Context: an optimization exercise on an open-source flow, tuned for small area. The choices shown serve that exercise and are no tape-out recipe. Function was checked by simulation only, so behaviour that the tests miss may differ from the original. No activity file was given, so power comes from the tool's default toggle rates.

[design/flow/config.mk]
export PLATFORM = sky130hd
export DESIGN_NAME = tracking_channel
export DESIGN_NICKNAME = tracking_channel
export VERILOG_FILES = /design/flow/design.v
export SDC_FILE = /design/flow/constraint.sdc
export NUM_CORES = 4
export LEC_CHECK = 0
export CAP_MARGIN = 20
export CORE_MARGIN = 2
export CORE_UTILIZATION = 40
export SLEW_MARGIN = 20
[design/flow/constraint.sdc]
create_clock -name core_clock -period 10.0 [get_ports {clk}]
set_input_delay 2.0000 -clock core_clock [delete_from_list [all_inputs] [get_ports {clk}]]
set_output_delay 2.0000 -clock core_clock [all_outputs]
set_load 0.01 [all_outputs]
[design/flow/design.v]
module carrier_mixer (
  input  logic       if_sign,
  input  logic       if_mag,
  input  logic       carrier_sign,
  input  logic       carrier_mag,
  output logic       mix_sign,
  output logic [2:0] mix_mag
);
  assign mix_mag[0] = ~carrier_mag;
  assign mix_mag[1] =  if_mag | carrier_mag;
  assign mix_mag[2] =  if_mag & carrier_mag;
  assign mix_sign = ~(if_sign ^ carrier_sign);
endmodule
module carrier_nco (
  input  logic        clk,
  input  logic        rstn,
  input  logic        tic_enable,
  input  logic [28:0] f_control,
  output logic [31:0] carrier_val,
  output logic        i_sign,
  output logic        i_mag,    
  output logic        q_sign,
  output logic        q_mag     
);
  logic [29:0] accum_reg;
  logic [21:0] cycle_count_reg;
  logic [3:0]  phase_key;
  logic [30:0] accum_sum;
  logic        accum_carry;
  logic [31:0] combined_carr_value;
  always_ff @(posedge clk) begin
    if (!rstn) accum_reg <= '0;
    else       accum_reg <= accum_sum[29:0];
  end
  assign accum_sum   = {1'b0, accum_reg} + {2'b0, f_control};  
  assign accum_carry = accum_sum[30];
  assign phase_key   = accum_sum[29:26];
  assign combined_carr_value[9:0]   = accum_reg[29:20];
  assign combined_carr_value[31:10] = cycle_count_reg;
  always_ff @(posedge clk) begin
    if (!rstn) begin
      cycle_count_reg <= '0;
      carrier_val     <= '0;
    end
    else if (tic_enable) begin
      carrier_val     <= combined_carr_value;  
      cycle_count_reg <= '0;                   
    end
    else if (accum_carry) begin
      cycle_count_reg <= cycle_count_reg + 22'd1;
    end
  end
  always_comb begin
    i_sign = 1'b0;
    i_mag  = 1'b0;
    q_sign = 1'b0;
    q_mag  = 1'b0;
    case (phase_key)
      4'd15, 4'd0: begin
        i_sign = 1'b1; i_mag = 1'b0;
        q_sign = 1'b1; q_mag = 1'b1;
      end
      4'd1, 4'd2: begin
        i_sign = 1'b1; i_mag = 1'b1;
        q_sign = 1'b1; q_mag = 1'b0;
      end
      4'd3, 4'd4: begin
        i_sign = 1'b1; i_mag = 1'b1;
        q_sign = 1'b0; q_mag = 1'b0;
      end
      4'd5, 4'd6: begin
        i_sign = 1'b1; i_mag = 1'b0;
        q_sign = 1'b0; q_mag = 1'b1;
      end
      4'd7, 4'd8: begin
        i_sign = 1'b0; i_mag = 1'b0;
        q_sign = 1'b0; q_mag = 1'b1;
      end
      4'd9, 4'd10: begin
        i_sign = 1'b0; i_mag = 1'b1;
        q_sign = 1'b0; q_mag = 1'b0;
      end
      4'd11, 4'd12: begin
        i_sign = 1'b0; i_mag = 1'b1;
        q_sign = 1'b1; q_mag = 1'b0;
      end
      4'd13, 4'd14: begin
        i_sign = 1'b0; i_mag = 1'b0;
        q_sign = 1'b1; q_mag = 1'b1;
      end
      default: begin
      end
    endcase
  end
endmodule
module code_nco (
  input  logic        clk,
  input  logic        rstn,
  input  logic        tic_enable,
  input  logic [27:0] f_control,
  output logic        hc_enable,
  output logic [9:0]  code_nco_phase
);
  logic [28:0] accum_reg;
  logic [29:0] accum_sum;
  logic        accum_carry;
  always_ff @(posedge clk) begin
    if (!rstn) begin
      accum_reg <= '0;
    end
    else begin
      accum_reg <= accum_sum[28:0];
    end
  end
  assign accum_sum   = accum_reg + {1'b0, f_control};
  assign accum_carry = accum_sum[29];
  always_ff @(posedge clk) begin
    if (!rstn) begin
      code_nco_phase <= '0;
    end
    else if (tic_enable) begin
      code_nco_phase <= accum_reg[28:19];
    end
  end
  always_ff @(posedge clk) begin
    if (!rstn) begin
      hc_enable <= 1'b0;
    end
    else if (accum_carry) begin
      hc_enable <= 1'b1;
    end
    else begin
      hc_enable <= 1'b0;
    end
  end
endmodule
module code_gen (
  input  logic        clk,
  input  logic        rstn,
  input  logic        tic_enable,         
  input  logic        hc_enable,          
  input  logic        prn_key_enable,     
  input  logic [9:0]  prn_key,            
  input  logic [10:0] code_slew,          
  input  logic        slew_enable,        
  output logic        dump_enable,        
  output logic [10:0] code_phase,         
  output logic        fc_enable,          
  output logic        early,
  output logic        prompt,
  output logic        late
);
  logic [9:0] g1, g2;
  logic       g1_q, g2_q;
  logic       ca_code;
  logic [2:0] srq;
  logic [10:0] hc_count1;
  logic [10:0] hc_count3;
  logic [10:0] slew;
  logic [11:0] hc_count2;
  logic [11:0] max_count2;
  logic        slew_flag;
  logic        slew_trigger;
  logic [2:0]  shft_reg;
  always_ff @(posedge clk) begin
    if (prn_key_enable) begin
      g1_q <= 1'b0;
      g1   <= 10'b1111111111;
    end
    else if (fc_enable) begin
      g1_q <= g1[0];
      g1   <= {(g1[7] ^ g1[0]), g1[9:1]};
    end
  end
  always_ff @(posedge clk) begin
    if (prn_key_enable) begin
      g2_q <= 1'b0;
      g2   <= prn_key;
    end
    else if (fc_enable) begin
      g2_q <= g2[0];
      g2   <= {(g2[8] ^ g2[7] ^ g2[4] ^ g2[2] ^ g2[1] ^ g2[0]), g2[9:1]};
    end
  end
  assign ca_code = g1_q ^ g2_q;
  always_ff @(posedge clk) begin
    if (prn_key_enable) begin
      shft_reg <= 3'b000;
    end
    else if (hc_enable) begin
      shft_reg <= {shft_reg[1:0], ca_code};
    end
  end
  assign srq    = shft_reg;
  assign early  = srq[2];
  assign prompt = srq[1];
  assign late   = srq[0];
  always_ff @(posedge clk) begin
    if (prn_key_enable || dump_enable) begin
      hc_count3 <= 11'd0;
    end
    else if (hc_enable) begin
      hc_count3 <= hc_count3 + 11'd1;
    end
  end
  always_ff @(posedge clk) begin
    if (tic_enable) begin
      code_phase <= hc_count3;
    end
  end
  always_ff @(posedge clk) begin
    if (prn_key_enable) begin
      hc_count1 <= 11'd0;
      fc_enable <= 1'b0;
      slew      <= 11'd0;
    end
    else begin
      fc_enable <= 1'b0;
      if (slew_trigger) begin
        slew <= code_slew;
      end
      if (hc_enable) begin
        if (slew == 11'd0) begin
          if (hc_count1 == 11'd1) begin
            hc_count1 <= 11'd0;
            fc_enable <= 1'b1;    
          end
          else begin
            hc_count1 <= hc_count1 + 11'd1;
          end
        end
        else begin
          slew <= slew - 11'd1;
        end
      end
    end
  end
  always_ff @(posedge clk) begin
    if (prn_key_enable) begin
      dump_enable  <= 1'b0;
      hc_count2    <= 12'd0;
      slew_trigger <= 1'b0;
      max_count2   <= 12'd2045;
    end
    else if (hc_enable) begin
      hc_count2 <= hc_count2 + 12'd1;
      if (hc_count2 == 12'd3) begin
        dump_enable <= 1'b1;
      end
      else begin
        dump_enable <= 1'b0;
      end
      if (hc_count2 == max_count2) begin
        hc_count2 <= 12'd0;
      end
      else if (hc_count2 == 12'd1) begin
        if (slew_flag) begin
          slew_trigger <= 1'b1;
          max_count2   <= 12'd2045 + {1'b0, code_slew};  
        end
        else begin
          max_count2 <= 12'd2045;
        end
      end
      else begin
        slew_trigger <= 1'b0;
      end
    end
    else begin
      dump_enable  <= 1'b0;
      slew_trigger <= 1'b0;
    end
  end
  always_ff @(posedge clk) begin
    if (prn_key_enable) begin
      slew_flag <= 1'b0;
    end
    else if (slew_enable) begin
      slew_flag <= 1'b1;
    end
    else if (dump_enable) begin
      slew_flag <= 1'b0;
    end
  end
endmodule
module epoch_counter (
  input  logic        clk,
  input  logic        rstn,
  input  logic        tic_enable,
  input  logic        dump_enable,
  input  logic        epoch_enable,
  input  logic [10:0] epoch_load,
  output logic [10:0] epoch,
  output logic [10:0] epoch_check
);
  logic [4:0] cycle_count;
  logic [5:0] bit_count;
  logic       cycle_count_overflow;
  always_ff @(posedge clk) begin
    if (!rstn) begin
      cycle_count <= 5'd0;
    end
    else if (epoch_enable) begin
      cycle_count <= epoch_load[4:0];
    end
    else if (dump_enable) begin
      if (cycle_count_overflow)
        cycle_count <= 5'd0;
      else
        cycle_count <= cycle_count + 5'd1;
    end
  end
  assign cycle_count_overflow = (cycle_count == 5'd19);
  always_ff @(posedge clk) begin
    if (!rstn) begin
      bit_count <= 6'd0;
    end
    else if (epoch_enable) begin
      bit_count <= epoch_load[10:5];
    end
    else if (cycle_count_overflow && dump_enable) begin
      if (bit_count == 6'd49)
        bit_count <= 6'd0;
      else
        bit_count <= bit_count + 6'd1;
    end
  end
  always_ff @(posedge clk) begin
    if (tic_enable) begin
      epoch[4:0]  <= cycle_count;
      epoch[10:5] <= bit_count;
    end
  end
  always_ff @(posedge clk) begin
    epoch_check[4:0]  <= cycle_count;
    epoch_check[10:5] <= bit_count;
  end
endmodule
module accumulator (
  input  logic        clk,
  input  logic        rstn,
  input  logic        code,
  input  logic        carrier_mix_sign,
  input  logic [2:0]  carrier_mix_mag,
  input  logic        dump_enable,
  output logic signed [15:0] accumulation
);
  logic signed [15:0] accum_i;
  logic signed [15:0] mag_ext;
  assign mag_ext = $signed({13'b0, carrier_mix_mag});
  always_ff @(posedge clk) begin
    if (!rstn) begin
      accumulation <= '0;
      accum_i      <= '0;
    end
    else if (dump_enable) begin
      accumulation <= accum_i;
      if (code == carrier_mix_sign)
        accum_i <= mag_ext;
      else
        accum_i <= -mag_ext;
    end
    else begin
      if (code == carrier_mix_sign)
        accum_i <= accum_i + mag_ext;
      else
        accum_i <= accum_i - mag_ext;
    end
  end
endmodule
module tracking_channel (
  input  logic        clk,
  input  logic        rstn,
  input  logic        if_sign,
  input  logic        if_mag,
  input  logic        pre_tic_enable,
  input  logic        tic_enable,
  input  logic [28:0] carr_nco_fc,
  input  logic [27:0] code_nco_fc,
  input  logic [9:0]  prn_key,
  input  logic        prn_key_enable,
  input  logic [10:0] code_slew,
  input  logic        slew_enable,
  input  logic        epoch_enable,
  input  logic [10:0] epoch_load,
  output logic        dump,
  output logic signed [15:0] i_early,
  output logic signed [15:0] q_early,
  output logic signed [15:0] i_prompt,
  output logic signed [15:0] q_prompt,
  output logic signed [15:0] i_late,
  output logic signed [15:0] q_late,
  output logic [31:0] carrier_val,
  output logic [20:0] code_val,
  output logic [10:0] epoch,
  output logic [10:0] epoch_check,
  output logic        test_point_01,
  output logic        test_point_02,
  output logic        test_point_03
);
  logic        carrier_i_mag,  carrier_q_mag;
  logic        carrier_i_sign, carrier_q_sign;
  logic        hc_enable, fc_enable;
  logic        dump_enable;
  logic        early_code, prompt_code, late_code;
  logic        mix_i_sign, mix_q_sign;
  logic [2:0]  mix_i_mag,  mix_q_mag;
  assign dump = dump_enable;
  carrier_mixer i_cos (
    .if_sign      (if_sign),
    .if_mag       (if_mag),
    .carrier_sign (carrier_i_sign),
    .carrier_mag  (carrier_i_mag),
    .mix_sign     (mix_i_sign),
    .mix_mag      (mix_i_mag)
  );
  carrier_mixer q_sin (
    .if_sign      (if_sign),
    .if_mag       (if_mag),
    .carrier_sign (carrier_q_sign),
    .carrier_mag  (carrier_q_mag),
    .mix_sign     (mix_q_sign),
    .mix_mag      (mix_q_mag)
  );
  carrier_nco carrnco (
    .clk         (clk),
    .rstn        (rstn),
    .tic_enable  (tic_enable),
    .f_control   (carr_nco_fc),
    .carrier_val (carrier_val),
    .i_sign      (carrier_i_sign),
    .i_mag       (carrier_i_mag),
    .q_sign      (carrier_q_sign),
    .q_mag       (carrier_q_mag)
  );
  code_nco codenco (
    .clk           (clk),
    .rstn          (rstn),
    .tic_enable    (pre_tic_enable),
    .f_control     (code_nco_fc),
    .hc_enable     (hc_enable),
    .code_nco_phase(code_val[9:0])
  );
  code_gen codegen (
    .clk            (clk),
    .rstn           (rstn),
    .tic_enable     (tic_enable),
    .hc_enable      (hc_enable),
    .prn_key_enable (prn_key_enable),
    .prn_key        (prn_key),
    .code_slew      (code_slew),
    .slew_enable    (slew_enable),
    .dump_enable    (dump_enable),
    .code_phase     (code_val[20:10]),
    .fc_enable      (fc_enable),
    .early          (early_code),
    .prompt         (prompt_code),
    .late           (late_code)
  );
  epoch_counter epc (
    .clk          (clk),
    .rstn         (rstn),
    .tic_enable   (tic_enable),
    .dump_enable  (dump_enable),
    .epoch_enable (epoch_enable),
    .epoch_load   (epoch_load),
    .epoch        (epoch),
    .epoch_check  (epoch_check)
  );
  accumulator ie (
    .clk             (clk),
    .rstn            (rstn),
    .code            (early_code),
    .carrier_mix_sign(mix_i_sign),
    .carrier_mix_mag (mix_i_mag),
    .dump_enable     (dump_enable),
    .accumulation    (i_early)
  );
  accumulator ip (
    .clk             (clk),
    .rstn            (rstn),
    .code            (prompt_code),
    .carrier_mix_sign(mix_i_sign),
    .carrier_mix_mag (mix_i_mag),
    .dump_enable     (dump_enable),
    .accumulation    (i_prompt)
  );
  accumulator il (
    .clk             (clk),
    .rstn            (rstn),
    .code            (late_code),
    .carrier_mix_sign(mix_i_sign),
    .carrier_mix_mag (mix_i_mag),
    .dump_enable     (dump_enable),
    .accumulation    (i_late)
  );
  accumulator qe (
    .clk             (clk),
    .rstn            (rstn),
    .code            (early_code),
    .carrier_mix_sign(mix_q_sign),
    .carrier_mix_mag (mix_q_mag),
    .dump_enable     (dump_enable),
    .accumulation    (q_early)
  );
  accumulator qp (
    .clk             (clk),
    .rstn            (rstn),
    .code            (prompt_code),
    .carrier_mix_sign(mix_q_sign),
    .carrier_mix_mag (mix_q_mag),
    .dump_enable     (dump_enable),
    .accumulation    (q_prompt)
  );
  accumulator ql (
    .clk             (clk),
    .rstn            (rstn),
    .code            (late_code),
    .carrier_mix_sign(mix_q_sign),
    .carrier_mix_mag (mix_q_mag),
    .dump_enable     (dump_enable),
    .accumulation    (q_late)
  );
  assign test_point_01 = hc_enable;
  assign test_point_02 = fc_enable;
  assign test_point_03 = prompt_code;
endmodule
[design/flow/run.sh]
#!/bin/bash
# synth_recipe.tcl (not shown) runs the flow's synth.tcl, then flattens the netlist and writes it again
# the make line also repeats each setting of config.mk as NAME=value (left out here)
make -C /OpenROAD-flow-scripts/flow DESIGN_CONFIG=/design/flow/config.mk WORK_HOME=/design/flow/orfs CLKGATE_MAP_FILE= SYNTH_SCRIPT=/design/flow/synth_recipe.tcl finish
==> load_flow_metrics.sql <==
INSERT INTO impl_metrics (metric_group, metric, value, unit) VALUES
('outcome', 'run_status', 'timing/DRC/antenna clean', ''),
('setup_path', 'critPathLaunchType', 'primary input', ''),
('sta', 'rsz0062_at_grt', 'no', ''),
('sta', 'hold_violations', '0', ''),
('sta', 'fin_crit', '8.41', 'ns'),
('finish', 'largest_reg_flops', '32', ''),
('clock_tree', 'cts-root-buf', 'sky130_fd_sc_hd__clkbuf_16', ''),
('sta', 'setup_viol', '0', ''),
('synthesis', 'async_reset_ff_share', '0', '%'),
('clock_tree', 'cts-resized-gates', '0', ''),
('hold_path', 'min-delay-start', 'epc.cycle_count[3]$_SDFFE_PN0P_', ''),
('routing', 'firstDrtPassIters', '5', ''),
('routing', 'viasPerCell', '5.27', ''),
('floorplan', 'fp.dieArea', '0.0601', 'sq mm'),
('placed_design', 'detailedPlacementHpwl', '42300', 'um'),
('floorplan', 'io-pin-count', '273', ''),
('setup_path', 'worst-endpoint-arrival', '8.87', 'ns'),
('hold_path', 'hold_path.class', 'flop to flop', ''),
('floorplan', 'floorplan.rows', '88', ''),
('routing', 'route.detailed.wl_per_inst', '16.5', 'um'),
('global_routing', 'grt_pass1_vias', '18500', ''),
('placed_design', 'gp_routability_congestion', '0.892', ''),
('routing', 'detailroute.via_count', '19000', ''),
('clock_tree', 'clock_insertion_delay_worst_skew', '0.59', 'ns'),
('synthesis', 'synth-seq-area-share', '39.7', '%'),
('setup_path', 'timing.critical_path.max_delay_family', 'compound AO/OA/AOI/OAI gates', ''),
('clock_tree', 'clock_sinks', '446', ''),
('finish', 'final_core_utilization', '49.2', '%'),
('flow_run', 'cap_viol_max_count', '0', ''),
('finish', 'finalNetCount', '3062', ''),
('clock_tree', 'clk_pin_slew_worst_paths', '0.06', 'ns'),
('clock_tree', 'post-cts-setup-buffers', '0', ''),
('power_and_ir_drop', 'pwr_density_cell', '429', 'mW/mm^2'),
('routing', 'drc', '0', ''),
('floorplan', 'placeableCoreArea', '0.0576', 'sq mm'),
('setup_path', 'timing.critical_path.fanout_max', '17', ''),
('global_routing', 'grt_start_max_net_pins', '75', ''),
('sta', 'final.setup.worst_slack', '1.59', 'ns'),
('finish', 'layout.cells.non_filler', '3604', ''),
('sta', 'clock_tree_skew_after_final_layout', '0.0134', 'ns'),
('synthesis', 'synth_cells', '2561', ''),
('setup_path', 'setup.worst_path.end_class', 'flop', ''),
('setup_path', 'worstSetupStartpoint', 'carr_nco_fc[0]', ''),
('setup_path', 'critical_path_buf_inv_count', '3', ''),
('sta', 'worst-slew-pin-transition', '0.912', 'ns'),
('clock_tree', 'cts_made_buffers', '50', ''),
('global_routing', 'track_usage', '19.4', '%'),
('finish', 'layout_common_cells', 'sky130_fd_sc_hd__dfxtp_1 (413), sky130_fd_sc_hd__nor2_1 (366), sky130_fd_sc_hd__clkdlybuf4s50_1 (269)', ''),
('finish', 'postLayoutCellArea', '0.0283', 'sq mm'),
('sta', 'slew_headroom', '38.9', '%'),
('power_and_ir_drop', 'leakagePower', '11.3', 'nW'),
('sta', 'fin_setup_tns', '0', 'ns'),
('floorplan', 'start_util', '40.4', '%'),
('setup_path', 'worstSetupPathType', 'primary input to flop', ''),
('sta', 'final.hold.worst_slack', '0.397', 'ns'),
('setup_path', 'rr_startpoint', 'carrnco.accum_reg[0]$_SDFF_PN0_', ''),
('floorplan', 'die_width', '245', 'um'),
('global_routing', 'grt_remaining_overflow', '0', ''),
('routing', 'totalWireLength', '59300', 'um'),
('clock_tree', 'cts_hold_repair.buffers', '0', ''),
('power_and_ir_drop', 'irDropWorstVdd', '0.273', 'mV'),
('synthesis', 'synth_edf_count', '32', ''),
('synthesis', 'synthesis.nets', '2822', ''),
('finish', 'insertedDiodeCount', '0', ''),
('setup_path', 'cp_slowest_cell', 'sky130_fd_sc_hd__a2111oi_0', ''),
('floorplan', 'die_y', '245', 'um'),
('synthesis', 'yosys.cell_types.count', '95', ''),
('finish', 'final_common_cell', 'sky130_fd_sc_hd__dfxtp_1', ''),
('finish', 'layout-drive-gt1-share', '5.81', '%'),
('power_and_ir_drop', 'p_total', '12.2', 'mW'),
('setup_path', 'req_time_crit_path', '10.45', 'ns');
metal layers:
layer	GRT usage (%)	part of all wire (%)	wire length [um]	up-vias
met3	4.50	6.2	3710	93
met2	32.8	47	27900	421
li1	-	-	-	9560
met5	0	0.039	23	-
met4	5.34	2.3	1390	4
met1	24.5	44	26300	8910
Yosys cell counts (23+ instances only):
cell | n | share of area (%)
sky130_fd_sc_hd__dfxtp_1 | 414 | 36
sky130_fd_sc_hd__nor2_1 | 367 | 5.9
sky130_fd_sc_hd__a21oi_1 | 190 | 4.1
sky130_fd_sc_hd__nand2_1 | 181 | 2.9
sky130_fd_sc_hd__mux2i_1 | 162 | 7.0
sky130_fd_sc_hd__ha_1 | 155 | 8.3
sky130_fd_sc_hd__xnor2_1 | 105 | 4.0
sky130_fd_sc_hd__o21ai_0 | 96 | 2.1
sky130_fd_sc_hd__xor2_1 | 76 | 2.9
sky130_fd_sc_hd__inv_1 | 70 | 1.1
sky130_fd_sc_hd__clkbuf_1 | 67 | 1.1
sky130_fd_sc_hd__nand3_1 | 66 | 1.4
sky130_fd_sc_hd__nor3_1 | 51 | 1.1
sky130_fd_sc_hd__a21o_1 | 42 | 1.4
sky130_fd_sc_hd__o21bai_1 | 33 | 1.1
sky130_fd_sc_hd__edfxtp_1 | 32 | 4.1
sky130_fd_sc_hd__a31oi_1 | 25 | 0.67
sky130_fd_sc_hd__o21a_1 | 25 | 0.81
sky130_fd_sc_hd__and3_1 | 24 | 0.65
sky130_fd_sc_hd__nand2b_1 | 24 | 0.65
sky130_fd_sc_hd__nand4_1 | 24 | 0.65
sky130_fd_sc_hd__or3_1 | 24 | 0.65
sky130_fd_sc_hd__nor2b_1 | 23 | 0.62
logic make-up after synthesis:
family	count (synthesis)	synth area share, %
xor gates and xnor gates	194	8.27
AOI/OAI and AO/OA	548	15.3
and+or+nand+nor	871	17.3
DFF	446	39.7
adders and majority gates	163	9.02
muxes	172	7.45
buffers and inverters	167	2.95
power by group:
part | internal [mW] | total, mW | switching [mW]
registers | 2.16 | 2.36 | 0.203
logic | 3.55 | 7.90 | 4.36
clock network | 1.14 | 1.90 | 0.752
total | 6.85 | 12.2 | 5.31
final cells by class:
class,instances,area (sq um)
Inverter,72,278
Tap cell,765,957
Clock inverter,17,226
Fill cell,5421,29300
Clock buffer,73,1470
Timing Repair Buffer,283,2790
Sequential cell,446,9250
Multi-Input combinational cell,1948,13300
path summary, 6_finish.rpt:
check                                    end  slack, ns  cells after the start
hold reg to reg   epc.epoch_check[3]$_DFF_P_       0.40                      0
setup / recovery   qe.accum_i[14]$_SDFF_PN0_       1.59                     26
hold / removal    epc.epoch_check[3]$_DFF_P_       0.40                      0
setup reg to reg   qe.accum_i[14]$_SDFF_PN0_       3.17                     25

-- port drivers added, routing unchanged --
No port has a modelled driver above. Below, the same layout with a new extraction and two added sets of constraints.
Step 1: set_driving_cell puts a clkbuf_16 on clk and a buf_2 on each other input, an assumption about the parent block.
Step 2 also shifts input and output timing later by t, the mid clock arrival at the registers, as if the neighbouring blocks saw the same clock.
a / b / c = ideal ports / drivers / drivers and shift; a / b = the first two.
t, ns: 0.643
setup slack, ns: 1.586 / 1.623 / 0.979
latest minus earliest clock arrival (ns): 0.014 / 0.013
worst register clock-pin slew, ns: 0.06 / 0.06
cell pins on the clock port's net: 1
After both steps setup and hold are still met in this run. For this run, drivers alone change the setup slack by +0.037 ns; drivers and shift together by -0.607 ns.
